What follows belongs to an exercise in optimizing a design on an open flow for small area; a production flow would make more cautious choices.
In this exercise RTL edits were held to simulation tests only and were not proved equivalent to the original.
Power figures rest on the tool's default switching activity, not on a simulated workload.

Setup of run A:
==> flow/design.v (excerpt) <==
module tasks2do (
   input             clk8,
   input             reset8,
   input             ce1,
   input      [3:0]  cmd_inst,
   input      [27:0] cmd_data,
   input             timeout_done,
   input             prog_busy,
   input             frame_busy,
   input             neo_busy,
   input             disp_sel_n,
   output reg        frame_start,
   output reg [25:0] frame_data,
   output reg        shared_done,
   output     [7:0]  neo_size,
   output     [1:0]  disp_addr,
   output            chng_disp
);
export LEC_CHECK = 0
export CAP_MARGIN = 20
export CORE_MARGIN = 2
export CORE_UTILIZATION = 70
export SLEW_MARGIN = 20
create_clock -name core_clock -period 10.0 [get_ports {clk8}]
standard.sh (not shown) runs the stock make flow with config.mk's settings and CLKGATE_MAP_FILE= SYNTH_SCRIPT=/design/flow/synth_recipe.tcl, a recipe that flattens the netlist after the stock synthesis.
==> flow/flow/run.sh <==
#!/bin/bash
# Layout: the standard flow (standard.sh), with two changes passed to
# ORFS through its own variables: the port buffers are buf_1 cells, and the
# clock tree uses clkbuf_16 cells on clusters of up to 28 flip-flops without
# dummy loads.  The whole output goes to standard.log here; ORFS keeps each
# step's log under orfs/logs.
set -euo pipefail
export BUFFER_PORTS_ARGS="-buffer_cell sky130_fd_sc_hd__buf_1"
export CTS_ARGS="-sink_clustering_enable -repair_clock_nets -sink_clustering_size 28 -sink_clustering_max_diameter 100 -buf_list sky130_fd_sc_hd__clkbuf_16 -dont_use_dummy_load"
bash standard.sh > standard.log 2>&1
Edits applied to the flow inputs when going from run A to run Y:
diff --git a/flow/design.v b/flow/design.v
--- a/flow/design.v
+++ b/flow/design.v
@@ -527,22 +527,23 @@
    reg [6:0]  addrsum;
    reg [5:0]  rand_addr;
    reg [7:0]  briteness;
    reg [11:0] color_lat;
    reg        set_path;
    reg [11:0] color;
    reg        calc_randnum;
    reg        addr64;
    reg        col_done;
    reg        random_en;
    reg [11:0] random;
+   reg [11:0] nx_color;
    wire       feedback = ~(random[10] ^ random[9]);
    reg [1:0]  palsm;
    reg [3:0]  pal_addr;
    reg [11:0] pal_color;
    reg        pal_done;
    reg [191:0] palette;
    wire go1 = (setsm == S_GO1);
    assign set_data[25:20] = addr64 ? rand_addr : addrsum[5:0];
    assign set_data[19:12] = fade_en ? fade_data : briteness;
    assign set_data[11:0]  = rbow_en ? rbow_data : (set_path ? color_lat : color);
    assign set_done = col_done | pal_done;
@@ -622,26 +623,30 @@
          random_en <= 1'b0;
       else
          random_en <= !fading;
    end
    always @(posedge clk8) begin
       if (reset8)
          random <= 12'h563;
       else if (calc_randnum)
          random <= {random[10:0], feedback};
    end
    always @(posedge clk8) begin
+      if (setsm == S_COLOR)
+         nx_color <= palette[random[3:0]*12 +: 12];
+   end
+   always @(posedge clk8) begin
       if (reset8)
          color <= 12'd0;
-      else if (setsm == S_COLOR && color_lat[0])
-         color <= palette[random[3:0]*12 +: 12];
+      else if (go1 && color_lat[0])
+         color <= nx_color;
    end
    always @(posedge clk8) begin
       if (reset8)
          rand_addr <= 6'd0;
       else if (go1 && addr64) begin
          if (random[9:4] <= 6'd24)
             rand_addr <= random[9:4];
          else if (!random[6])
             rand_addr <= {3'b000, random[11:9]};
          else if (!random[5])
             rand_addr <= {3'b010, random[11:9]};
@@ -726,22 +731,23 @@
    reg [4:0] address;
    reg [1:0] cmp;
    reg [2:0] iteraysm;
    reg       iteray_en;
    reg       iteray_done;
    reg [2:0] snap_lites;
    reg       snap_valid;
    reg [4:0] iteray;
    reg       iteray_up;
    reg [11:0] random;
    reg [2:0]  col_code;
+   reg [2:0] d_code;
    wire calc_lim  = (mainsm == s_cmp);
    wire sel_color = (mainsm == s_go1);
    wire calc_addr = (mainsm == s_cmd1);
    assign l2r_go   = (mainsm == s_go) | (mainsm == s_busy1);
    assign l2r_done = calc_addr;
    wire feedback = random[10] ~^ random[9];
    wire [4:0] inner_rite_lite = 5'd24 - {2'b00, snap_lites};
    wire [4:0] inner_rite_lim  = snap_valid ? (5'd23 - {2'b00, snap_lites}) : 5'd0;
    always @(posedge clk8) begin
       if (reset8)
          mainsm <= s_cmd;
@@ -845,49 +851,51 @@
             else
                iteray <= iteray - 1'b1;
          end
       end
    end
    always @(posedge clk8) begin
       if (reset8)
          random <= 12'h563;
       else if (calc_addr && address == 5'd15)
          random <= {random[10:0], feedback};
    end
-   wire hold_col = (mainsm == s_go) | (mainsm == s_busy1) | (mainsm == s_busy) |
-                   (mainsm == s_done) | (mainsm == s_cmd1);
    always @(posedge clk8) begin
       if (reset8)
          col_code <= 3'b000;
-      else if (iteray_done && !hold_col)
+      else if (iteray_done)
          col_code <= {1'b1, random[11:10]};
    end
+   always @(posedge clk8) begin
+      if (sel_color)
+         d_code <= col_code;
+   end
    reg [11:0] d_color;
    always @(*) begin
       case (cmp)
          2'b01:  
-            casez (col_code)
+            casez (d_code)
                3'b0??:  d_color = 12'h0F0;
                3'b100, 3'b101: d_color = 12'h00F;
                3'b110:  d_color = 12'h80F;
                default: d_color = 12'h0F0;
             endcase
          2'b10:  
-            casez (col_code)
+            casez (d_code)
                3'b0??:  d_color = 12'h00F;
                3'b100:  d_color = 12'h080;
                3'b110:  d_color = 12'h08F;
                default: d_color = 12'h800;
             endcase
          2'b11:  
-            casez (col_code)
+            casez (d_code)
                3'b0??:  d_color = 12'h0FF;
                3'b100:  d_color = 12'h08F;
                3'b101:  d_color = 12'h80F;
                3'b110:  d_color = 12'h88F;
                default: d_color = 12'h8F0;
             endcase
          default: d_color = 12'h000;
       endcase
    end
    wire [7:0] briter = brite + {1'b0, brite[7:1]};
    assign l2r_data = {1'b0, address, (cmp == 2'b11) ? briter : brite, d_color};
### Flow results
Detailed-router iteration count before antenna repair came out exactly the same in run Y and run A. Run A has lower number of sequential cells in the layout than run Y. Looking at routed wire length, run Y sits about 5.4% higher than run A does. Taking run A as the reference, in run Y clock skew after layout went down 17 ps, power consumption went up 0.80%.

-- re-timing with driven ports --
The flow's constraints put no driver on any port. The routed layouts listed below were extracted and timed again, unchanged, in two steps.
Step 1: set_driving_cell puts a clkbuf_16 on clk8 and a buf_2 on each other input, an assumption about the parent block.
Step 2, shift: input delay + t, output delay - t, t = (earliest + latest rising clock arrival at the registers) / 2. This alone moves slack from input paths to output paths.
a / b / c = ideal ports / drivers / drivers and shift; a / b = the first two.
| run | t, ns | slack for setup (ns) | worst hold slack (ns) | worst slew at a driven data input, ns |
|---|---|---|---|---|
| run A | 0.593 | 5.892 / 5.892 / 5.834 | 0.461 / 0.461 / 0.461 | 0.10 |
| run Y | 0.599 | 6.282 / 6.282 / 5.911 | 0.446 / 0.446 / 0.446 | 0.07 |
After both steps every run listed still meets setup and hold. The setup slack of run Y, which loses most, moves by 0.000 ns with the drivers and by -0.371 ns with both steps.
